This is an optimization exercise on Yosys and OpenROAD, whose aim is a short achievable clock period and few clock cycles, not a production implementation.
In this exercise RTL edits were held to simulation tests only and were not proved equivalent to the original.
No activity file was given, so power comes from the tool's default toggle rates.

==> inputs of job 6202 <==
Design riscv_single_cycle, start of the top module:
module riscv_single_cycle (
    input  wire        clk,
    input  wire        rst,
    output wire [31:0] imem_addr,
    input  wire [31:0] imem_rdata,
    output wire [31:0] dmem_addr,
    output wire [31:0] dmem_wdata,
    output wire        dmem_we,
    input  wire [31:0] dmem_rdata
);
Settings: LEC_CHECK=0, ABC_CLOCK_PERIOD_IN_PS=2500, CAP_MARGIN=20, CORE_MARGIN=2, CORE_UTILIZATION=40, PLACE_DENSITY=0.6, SETUP_SLACK_MARGIN=5, SLEW_MARGIN=20, SYNTH_HIERARCHICAL=1, TNS_END_PERCENT=100; clock period 10.0 ns.
standard.sh (not shown) runs the stock make flow with config.mk's settings and CLKGATE_MAP_FILE= SYNTH_SCRIPT=/design/flow/synth_recipe.tcl, a recipe that flattens the netlist after the stock synthesis.
==> flow/flow/run.sh <==
#!/bin/bash
set -euo pipefail
MARGIN=6.8
sed -E "s/SETUP_SLACK_MARGIN=[0-9.]+/SETUP_SLACK_MARGIN=${MARGIN}/" standard.sh > standard_tight.sh
grep -q "SETUP_SLACK_MARGIN=${MARGIN}" standard_tight.sh
bash standard_tight.sh > make_flow.log 2>&1
==> inputs of job 6587, as changes to job 6202 <==
--- a/flow/design.v
+++ b/flow/design.v
@@ -46,14 +46,13 @@
     rv_xorw  #(W) px (.a(a), .b(b), .y(p));
     rv_andw  #(W) gx (.a(a), .b(b), .y(g));
     rv_carry #(W) cx (.g(g), .p(p), .cin(1'b0), .c(c), .cout(cout));
     rv_xorw  #(W) sx (.a(p), .b(c), .y(s));
 endmodule
-module rv_sub (input wire [31:0] a, input wire [31:0] b, output wire [31:0] s, output wire c31);
+module rv_sub (input wire [31:0] a, input wire [31:0] b, output wire [31:0] s);
     wire [31:0] p, g, c;
     wire        co;
-    assign c31 = c[31];
     rv_xnorw #(32) px (.a(a), .b(b), .y(p));
     rv_andnw #(32) gx (.a(a), .b(b), .y(g));
     rv_carry #(32) cx (.g(g), .p(p), .cin(1'b1), .c(c), .cout(co));
     rv_xorw  #(32) sx (.a(p), .b(c), .y(s));
 endmodule
@@ -75,15 +74,14 @@
     output wire [31:0] other
 );
     wire [31:0] oth;
     wire        co;
     rv_add #(32) add_u (.a(a), .b(b), .s(sum), .cout(co));
-    wire         c31;
-    rv_sub       sub_u (.a(a), .b(b), .s(diff), .c31(c31));
+    rv_sub       sub_u (.a(a), .b(b), .s(diff));
     rv_alu_misc  mis_u (.a(a), .b(b), .pc4(pc4), .op_or(op_or), .op_and(op_and),
                         .op_link(op_link), .other(oth));
-    rv_alu_slt   slt_u (.a31(a[31]), .b31(b[31]), .c31(c31), .op_slt(op_slt),
+    rv_alu_slt   slt_u (.a31(a[31]), .b31(b[31]), .d31(diff[31]), .op_slt(op_slt),
                         .oth(oth), .other(other));
 endmodule
 module rv_alu_misc (
     input  wire [31:0] a,
     input  wire [31:0] b,
@@ -96,16 +94,16 @@
     assign other = ({32{op_or}} & (a | b)) | ({32{op_and}} & (a & b)) | ({32{op_link}} & pc4);
 endmodule
 module rv_alu_slt (
     input  wire        a31,
     input  wire        b31,
-    input  wire        c31,
+    input  wire        d31,
     input  wire        op_slt,
     input  wire [31:0] oth,
     output wire [31:0] other
 );
-    wire lt = (a31 ^ b31) ? a31 : ~c31;
+    wire lt = (a31 ^ b31) ? a31 : d31;
     assign other = {oth[31:1], oth[0] | (op_slt & lt)};
 endmodule
 module rv_fwd4 (
     input  wire        s0, s1, s2, s3,
     input  wire [31:0] d0, d1, d2, d3,
@@ -141,45 +139,10 @@
     output wire [31:0] pc_next
 );
     assign pc_next = ({32{sel_b}} & tgt_b) | ({32{sel_j}} & tgt_j)
                    | ({32{sel_h}} & hold)  | ({32{sel_o}} & other);
 endmodule
-module rv_fctl (
-    input  wire [6:0] op,
-    input  wire [4:0] rs1,
-    input  wire [4:0] rs2,
-    input  wire       sign,
-    input  wire       rst,
-    input  wire       redirect,
-    input  wire       fx,
-    input  wire       x_ldwr,        
-    input  wire [4:0] x_rd,
-    output wire       sel_b,
-    output wire       sel_j,
-    output wire       sel_h,
-    output wire       sel_o,
-    output wire       go,
-    output wire       take
-);
-    wire isR = (op == 7'b0110011);
-    wire isI = (op == 7'b0010011);
-    wire isL = (op == 7'b0000011);
-    wire isS = (op == 7'b0100011);
-    wire isB = (op == 7'b1100011);
-    wire isJ = (op == 7'b1101111);
-    wire use1 = isR | isI | isL | isS | isB;
-    wire use2 = isR | isS | isB;
-    wire stall = x_ldwr & ((use1 & (rs1 == x_rd)) | (use2 & (rs2 == x_rd)));
-    wire free  = ~rst & ~redirect & ~fx;
-    wire jump  = isJ | (isB & ((rs1 == rs2) | sign));
-    assign go    = ~redirect & ~fx & ~stall;
-    assign take  = free & ~stall & jump;
-    assign sel_b = take & ~isJ;
-    assign sel_j = take & isJ;
-    assign sel_h = free & stall;
-    assign sel_o = ~take & ~(free & stall);
-endmodule
 module riscv_single_cycle (
     input  wire        clk,
     input  wire        rst,
     output wire [31:0] imem_addr,
     input  wire [31:0] imem_rdata,
@@ -213,13 +176,10 @@
     reg        x_2s, x_2d, x_2o, x_2n;
     reg        x_vs, x_vd, x_vo, x_vn;
     reg        m_wr, m_ld, m_we, m_add, m_sub;
     reg [4:0]  m_rd;
     reg [31:0] m_sum, m_diff, m_oth, m_sd, m_addr;
-    reg        w_wr;
-    reg [4:0]  w_rd;
-    reg [31:0] w_data;
     wire [31:0] ins = imem_rdata;
     wire [6:0]  f_op  = ins[6:0];
     wire [2:0]  f_f3  = ins[14:12];
     wire [4:0]  f_rd  = ins[11:7];
     wire [4:0]  f_rs1 = ins[19:15];
@@ -241,28 +201,28 @@
     rv_add #(12) addJ (.a(pc[11:0]), .b(immJ[11:0]), .s(loJ), .cout(cJ));
     wire [31:12] incB, decB;
     rv_incdec #(12) idB (.pc(pc), .inc(incB), .dec(decB));
     wire f_same  = (f_rs1 == f_rs2);
     wire f_b4    = (immB == 32'd4);
+    wire f_predB = f_same | ins[31];
+    wire f_jump  = f_isJ | (f_isB & f_predB);
+    wire f_use1 = f_isR | f_isI | f_isL | f_isS | f_isB;
+    wire f_use2 = f_isR | f_isS | f_isB;
     wire f_wr   = (f_isR | f_isI | f_isL | f_isJ) & (f_rd != 5'd0);
     wire [31:0] m_val;
     rv_fwd4 mv (.s0(m_add), .s1(m_sub), .s2(1'b1), .s3(1'b0),
                 .d0(m_sum), .d1(m_diff), .d2(m_oth), .d3(32'd0), .y(m_val));
     wire [31:0] m_wdata = m_ld ? dmem_rdata : m_val;
     wire [31:0] r1, r2, f_a, f_b, f_bv;
     rv_rf_mux rm1 (.regs(regs), .ra(f_rs1), .rd(r1));
     rv_rf_mux rm2 (.regs(regs), .ra(f_rs2), .rd(r2));
-    wire bm1 = m_wr & (m_rd == f_rs1);
-    wire bm2 = m_wr & (m_rd == f_rs2);
-    wire bw1 = ~bm1 & w_wr & (w_rd == f_rs1);
-    wire bw2 = ~bm2 & w_wr & (w_rd == f_rs2);
-    wire [31:0] byv1 = ({32{bm1}} & m_wdata) | ({32{bw1}} & w_data);
-    wire [31:0] byv2 = ({32{bm2}} & m_wdata) | ({32{bw2}} & w_data);
-    rv_ao ao1 (.s(~bm1 & ~bw1), .a(r1), .o(byv1), .y(f_a));
-    rv_ao ao2 (.s(~bm2 & ~bw2), .a(r2), .o(byv2), .y(f_b));
-    rv_ao ao3 (.s(f_isR & ~bm2 & ~bw2), .a(r2),
-               .o(({32{f_isR}} & byv2) | ({32{~f_isR}} & (f_isS ? immS : immI))),
+    wire byp1 = m_wr & (m_rd == f_rs1);
+    wire byp2 = m_wr & (m_rd == f_rs2);
+    rv_ao ao1 (.s(~byp1), .a(r1), .o({32{byp1}} & m_wdata), .y(f_a));
+    rv_ao ao2 (.s(~byp2), .a(r2), .o({32{byp2}} & m_wdata), .y(f_b));
+    rv_ao ao3 (.s(f_isR & ~byp2), .a(r2),
+               .o(({32{f_isR & byp2}} & m_wdata) | ({32{~f_isR}} & (f_isS ? immS : immI))),
                .y(f_bv));
     wire f_alu   = f_isR | f_isI;
     wire f_subop = f_alu & (f_f3 == 3'b000) & f_isR & ins[30];
     wire f_sltop = f_alu & (f_f3 == 3'b010);
     wire f_orop  = f_alu & (f_f3 == 3'b110);
@@ -295,20 +255,20 @@
               | (x_1s & x_2n & e_sb) | (x_1d & x_2n & e_db) | (x_1o & x_2n & e_ob)
               | (x_1n & x_2s & e_as) | (x_1n & x_2d & e_ad) | (x_1n & x_2o & e_ao);
     wire x_redirect = x_br & (x_eq ^ x_pred);
     wire [31:0] x_alt = x_pred ? x_pc4 :
                         {x_c ? x_inc : x_pchi, x_lo};    
-    wire f_go, f_take, sel_b, sel_j, sel_h, sel_o;
-    rv_fctl fctl (.op(f_op), .rs1(f_rs1), .rs2(f_rs2), .sign(ins[31]), .rst(rst),
-                  .redirect(x_redirect), .fx(fx), .x_ldwr(x_ld & x_wr), .x_rd(x_rd),
-                  .sel_b(sel_b), .sel_j(sel_j), .sel_h(sel_h), .sel_o(sel_o),
-                  .go(f_go), .take(f_take));
+    wire stall = x_ld & x_wr & ((f_use1 & (f_rs1 == x_rd)) | (f_use2 & (f_rs2 == x_rd)));
+    wire f_go  = ~x_redirect & ~fx & ~stall;
+    wire f_take = ~rst & f_go & f_jump;
+    wire f_hold = ~rst & ~x_redirect & ~fx & stall;
     wire [19:0] fx_hi;
     rv_add20 fxa (.a(fx_pc), .b(fx_imm), .c(fx_c), .s(fx_hi));
     wire [31:0] pc_other = rst ? 32'd0 : x_redirect ? x_alt : fx ? {fx_hi, pc[11:0]} : pc4;
     wire [31:0] pc_next;
-    rv_pcsel pcs (.sel_b(sel_b), .sel_j(sel_j), .sel_h(sel_h), .sel_o(sel_o),
+    rv_pcsel pcs (.sel_b(f_take & ~f_isJ), .sel_j(f_take & f_isJ), .sel_h(f_hold),
+                  .sel_o(~f_take & ~f_hold),
                   .tgt_b({pc[31:12], loB}), .tgt_j({pc[31:12], loJ}), .hold(pc),
                   .other(pc_other), .pc_next(pc_next));
     assign imem_addr  = pc;
     assign dmem_addr  = m_addr;      
     assign dmem_wdata = m_sd;
@@ -349,13 +309,10 @@
         m_add  <= x_add;
         m_sub  <= x_sub;
         m_sum  <= x_sum;
         m_diff <= x_diff;
         m_oth  <= x_oth;
-        m_addr <= (x_ld | x_st) ? x_sum : 32'd0;    
-        m_sd   <= b2;
-        w_wr   <= ~rst & m_wr;
-        w_rd   <= m_rd;
-        w_data <= m_wdata;
-        if (w_wr) rf[w_rd] <= w_data;
+        if (x_ld | x_st) m_addr <= x_sum;    
+        if (x_st) m_sd <= b2;
+        if (m_wr) rf[m_rd] <= m_wdata;
     end
 endmodule
==> inputs of job 1506, as changes to job 6202 <==
--- a/flow/design.v
+++ b/flow/design.v
@@ -141,45 +141,10 @@
     output wire [31:0] pc_next
 );
     assign pc_next = ({32{sel_b}} & tgt_b) | ({32{sel_j}} & tgt_j)
                    | ({32{sel_h}} & hold)  | ({32{sel_o}} & other);
 endmodule
-module rv_fctl (
-    input  wire [6:0] op,
-    input  wire [4:0] rs1,
-    input  wire [4:0] rs2,
-    input  wire       sign,
-    input  wire       rst,
-    input  wire       redirect,
-    input  wire       fx,
-    input  wire       x_ldwr,        
-    input  wire [4:0] x_rd,
-    output wire       sel_b,
-    output wire       sel_j,
-    output wire       sel_h,
-    output wire       sel_o,
-    output wire       go,
-    output wire       take
-);
-    wire isR = (op == 7'b0110011);
-    wire isI = (op == 7'b0010011);
-    wire isL = (op == 7'b0000011);
-    wire isS = (op == 7'b0100011);
-    wire isB = (op == 7'b1100011);
-    wire isJ = (op == 7'b1101111);
-    wire use1 = isR | isI | isL | isS | isB;
-    wire use2 = isR | isS | isB;
-    wire stall = x_ldwr & ((use1 & (rs1 == x_rd)) | (use2 & (rs2 == x_rd)));
-    wire free  = ~rst & ~redirect & ~fx;
-    wire jump  = isJ | (isB & ((rs1 == rs2) | sign));
-    assign go    = ~redirect & ~fx & ~stall;
-    assign take  = free & ~stall & jump;
-    assign sel_b = take & ~isJ;
-    assign sel_j = take & isJ;
-    assign sel_h = free & stall;
-    assign sel_o = ~take & ~(free & stall);
-endmodule
 module riscv_single_cycle (
     input  wire        clk,
     input  wire        rst,
     output wire [31:0] imem_addr,
     input  wire [31:0] imem_rdata,
@@ -213,13 +178,10 @@
     reg        x_2s, x_2d, x_2o, x_2n;
     reg        x_vs, x_vd, x_vo, x_vn;
     reg        m_wr, m_ld, m_we, m_add, m_sub;
     reg [4:0]  m_rd;
     reg [31:0] m_sum, m_diff, m_oth, m_sd, m_addr;
-    reg        w_wr;
-    reg [4:0]  w_rd;
-    reg [31:0] w_data;
     wire [31:0] ins = imem_rdata;
     wire [6:0]  f_op  = ins[6:0];
     wire [2:0]  f_f3  = ins[14:12];
     wire [4:0]  f_rd  = ins[11:7];
     wire [4:0]  f_rs1 = ins[19:15];
@@ -241,28 +203,28 @@
     rv_add #(12) addJ (.a(pc[11:0]), .b(immJ[11:0]), .s(loJ), .cout(cJ));
     wire [31:12] incB, decB;
     rv_incdec #(12) idB (.pc(pc), .inc(incB), .dec(decB));
     wire f_same  = (f_rs1 == f_rs2);
     wire f_b4    = (immB == 32'd4);
+    wire f_predB = f_same | ins[31];
+    wire f_jump  = f_isJ | (f_isB & f_predB);
+    wire f_use1 = f_isR | f_isI | f_isL | f_isS | f_isB;
+    wire f_use2 = f_isR | f_isS | f_isB;
     wire f_wr   = (f_isR | f_isI | f_isL | f_isJ) & (f_rd != 5'd0);
     wire [31:0] m_val;
     rv_fwd4 mv (.s0(m_add), .s1(m_sub), .s2(1'b1), .s3(1'b0),
                 .d0(m_sum), .d1(m_diff), .d2(m_oth), .d3(32'd0), .y(m_val));
     wire [31:0] m_wdata = m_ld ? dmem_rdata : m_val;
     wire [31:0] r1, r2, f_a, f_b, f_bv;
     rv_rf_mux rm1 (.regs(regs), .ra(f_rs1), .rd(r1));
     rv_rf_mux rm2 (.regs(regs), .ra(f_rs2), .rd(r2));
-    wire bm1 = m_wr & (m_rd == f_rs1);
-    wire bm2 = m_wr & (m_rd == f_rs2);
-    wire bw1 = ~bm1 & w_wr & (w_rd == f_rs1);
-    wire bw2 = ~bm2 & w_wr & (w_rd == f_rs2);
-    wire [31:0] byv1 = ({32{bm1}} & m_wdata) | ({32{bw1}} & w_data);
-    wire [31:0] byv2 = ({32{bm2}} & m_wdata) | ({32{bw2}} & w_data);
-    rv_ao ao1 (.s(~bm1 & ~bw1), .a(r1), .o(byv1), .y(f_a));
-    rv_ao ao2 (.s(~bm2 & ~bw2), .a(r2), .o(byv2), .y(f_b));
-    rv_ao ao3 (.s(f_isR & ~bm2 & ~bw2), .a(r2),
-               .o(({32{f_isR}} & byv2) | ({32{~f_isR}} & (f_isS ? immS : immI))),
+    wire byp1 = m_wr & (m_rd == f_rs1);
+    wire byp2 = m_wr & (m_rd == f_rs2);
+    rv_ao ao1 (.s(~byp1), .a(r1), .o({32{byp1}} & m_wdata), .y(f_a));
+    rv_ao ao2 (.s(~byp2), .a(r2), .o({32{byp2}} & m_wdata), .y(f_b));
+    rv_ao ao3 (.s(f_isR & ~byp2), .a(r2),
+               .o(({32{f_isR & byp2}} & m_wdata) | ({32{~f_isR}} & (f_isS ? immS : immI))),
                .y(f_bv));
     wire f_alu   = f_isR | f_isI;
     wire f_subop = f_alu & (f_f3 == 3'b000) & f_isR & ins[30];
     wire f_sltop = f_alu & (f_f3 == 3'b010);
     wire f_orop  = f_alu & (f_f3 == 3'b110);
@@ -295,20 +257,20 @@
               | (x_1s & x_2n & e_sb) | (x_1d & x_2n & e_db) | (x_1o & x_2n & e_ob)
               | (x_1n & x_2s & e_as) | (x_1n & x_2d & e_ad) | (x_1n & x_2o & e_ao);
     wire x_redirect = x_br & (x_eq ^ x_pred);
     wire [31:0] x_alt = x_pred ? x_pc4 :
                         {x_c ? x_inc : x_pchi, x_lo};    
-    wire f_go, f_take, sel_b, sel_j, sel_h, sel_o;
-    rv_fctl fctl (.op(f_op), .rs1(f_rs1), .rs2(f_rs2), .sign(ins[31]), .rst(rst),
-                  .redirect(x_redirect), .fx(fx), .x_ldwr(x_ld & x_wr), .x_rd(x_rd),
-                  .sel_b(sel_b), .sel_j(sel_j), .sel_h(sel_h), .sel_o(sel_o),
-                  .go(f_go), .take(f_take));
+    wire stall = x_ld & x_wr & ((f_use1 & (f_rs1 == x_rd)) | (f_use2 & (f_rs2 == x_rd)));
+    wire f_go  = ~x_redirect & ~fx & ~stall;
+    wire f_take = ~rst & f_go & f_jump;
+    wire f_hold = ~rst & ~x_redirect & ~fx & stall;
     wire [19:0] fx_hi;
     rv_add20 fxa (.a(fx_pc), .b(fx_imm), .c(fx_c), .s(fx_hi));
     wire [31:0] pc_other = rst ? 32'd0 : x_redirect ? x_alt : fx ? {fx_hi, pc[11:0]} : pc4;
     wire [31:0] pc_next;
-    rv_pcsel pcs (.sel_b(sel_b), .sel_j(sel_j), .sel_h(sel_h), .sel_o(sel_o),
+    rv_pcsel pcs (.sel_b(f_take & ~f_isJ), .sel_j(f_take & f_isJ), .sel_h(f_hold),
+                  .sel_o(~f_take & ~f_hold),
                   .tgt_b({pc[31:12], loB}), .tgt_j({pc[31:12], loJ}), .hold(pc),
                   .other(pc_other), .pc_next(pc_next));
     assign imem_addr  = pc;
     assign dmem_addr  = m_addr;      
     assign dmem_wdata = m_sd;
@@ -349,13 +311,10 @@
         m_add  <= x_add;
         m_sub  <= x_sub;
         m_sum  <= x_sum;
         m_diff <= x_diff;
         m_oth  <= x_oth;
-        m_addr <= (x_ld | x_st) ? x_sum : 32'd0;    
-        m_sd   <= b2;
-        w_wr   <= ~rst & m_wr;
-        w_rd   <= m_rd;
-        w_data <= m_wdata;
-        if (w_wr) rf[w_rd] <= w_data;
+        if (x_ld | x_st) m_addr <= x_sum;    
+        if (x_st) m_sd <= b2;
+        if (m_wr) rf[m_rd] <= m_wdata;
     end
 endmodule
CORE_UTILIZATION = 60   (was 40)
PLACE_DENSITY = 0.72   (was 0.6)
==> qor summary <==
metric	job 1506	job 6587	job 6202
Run status	finished clean	finished clean	finished clean
Fraction of the cycle the final worst path needs	37.8%	34.4%	38.4%
Total number of cells along the worst setup path	15	1	18
Met2 usage in global routing	63.4%	46.7%	46.7%
Mean Syn Cell Area	11.7 µm²	11.7 µm²	11.6 µm²
Final worst setup slack	6220 ps	6560 ps	6160 ps
GR Util All Layers	44.8%	31.1%	32.2%
Worst setup startpoint	x_b[11]	m_addr[0]	x_a[27]
Via count of the first global-routing pass	57656	56463	58545
Wire length on met3	48100 µm	35900 µm	40300 µm
Pin slew with the least headroom to its limit	1190 ps	1230 ps	1220 ps
Clock share of power	35.8%	36.4%	35.5%
GP Congestion	0.993	0.993	0.945
Hpwl dp	157000 µm	167000 µm	178000 µm
Worst slack at placement	3870 ps	4200 ps	4280 ps
Initial drt markers	10869	8521	8925
Min Hold Slack	384 ps	388 ps	419 ps
Int Power	11.2 mW	11.3 mW	11.6 mW
Pin count of the biggest net entering global routing	76	68	64
Highest metal layer with signal wires	met5	met4	met5
Filler cell count	8249	16308	16389
Testbench counts of job 6202, summed over its fixed seeds: cycles 53,980.
Testbench counts of job 6587, summed over its fixed seeds: cycles 53,980.
Testbench counts of job 1506, summed over its fixed seeds: cycles 53,980.

[static timing again, ports no longer ideal]
Ports are ideal in the flow. The routed layouts listed here were re-timed in OpenROAD.
Step 1 assumes that a clkbuf_16 drives the clock port and a buf_2 every other input.
Step 2 adds t to the input delays and takes it off the output delays; t is the mean of the earliest and latest rising clock arrival at the registers after step 1. Input paths then give back, and output paths get back, about the clock's delay inside the block.
Three values: ideal ports, drivers, drivers and shift; two values: the first two.
run | t, ns | slack for setup (ns) | worst setup path after step 2 | latest minus earliest clock arrival (ns)
job 6202 | 0.903 | 6.160 / 6.160 / 5.426 | input to register | 0.031 / 0.031
job 6587 | 0.899 | 6.557 / 6.464 / 5.597 | input to register | 0.054 / 0.053
job 1506 | 0.901 | 6.221 / 6.221 / 5.609 | input to register | 0.051 / 0.052
After both steps setup and hold are still met in every run listed. The setup slack of job 6587, which loses most, moves by -0.093 ns with the drivers and by -0.960 ns with both steps.
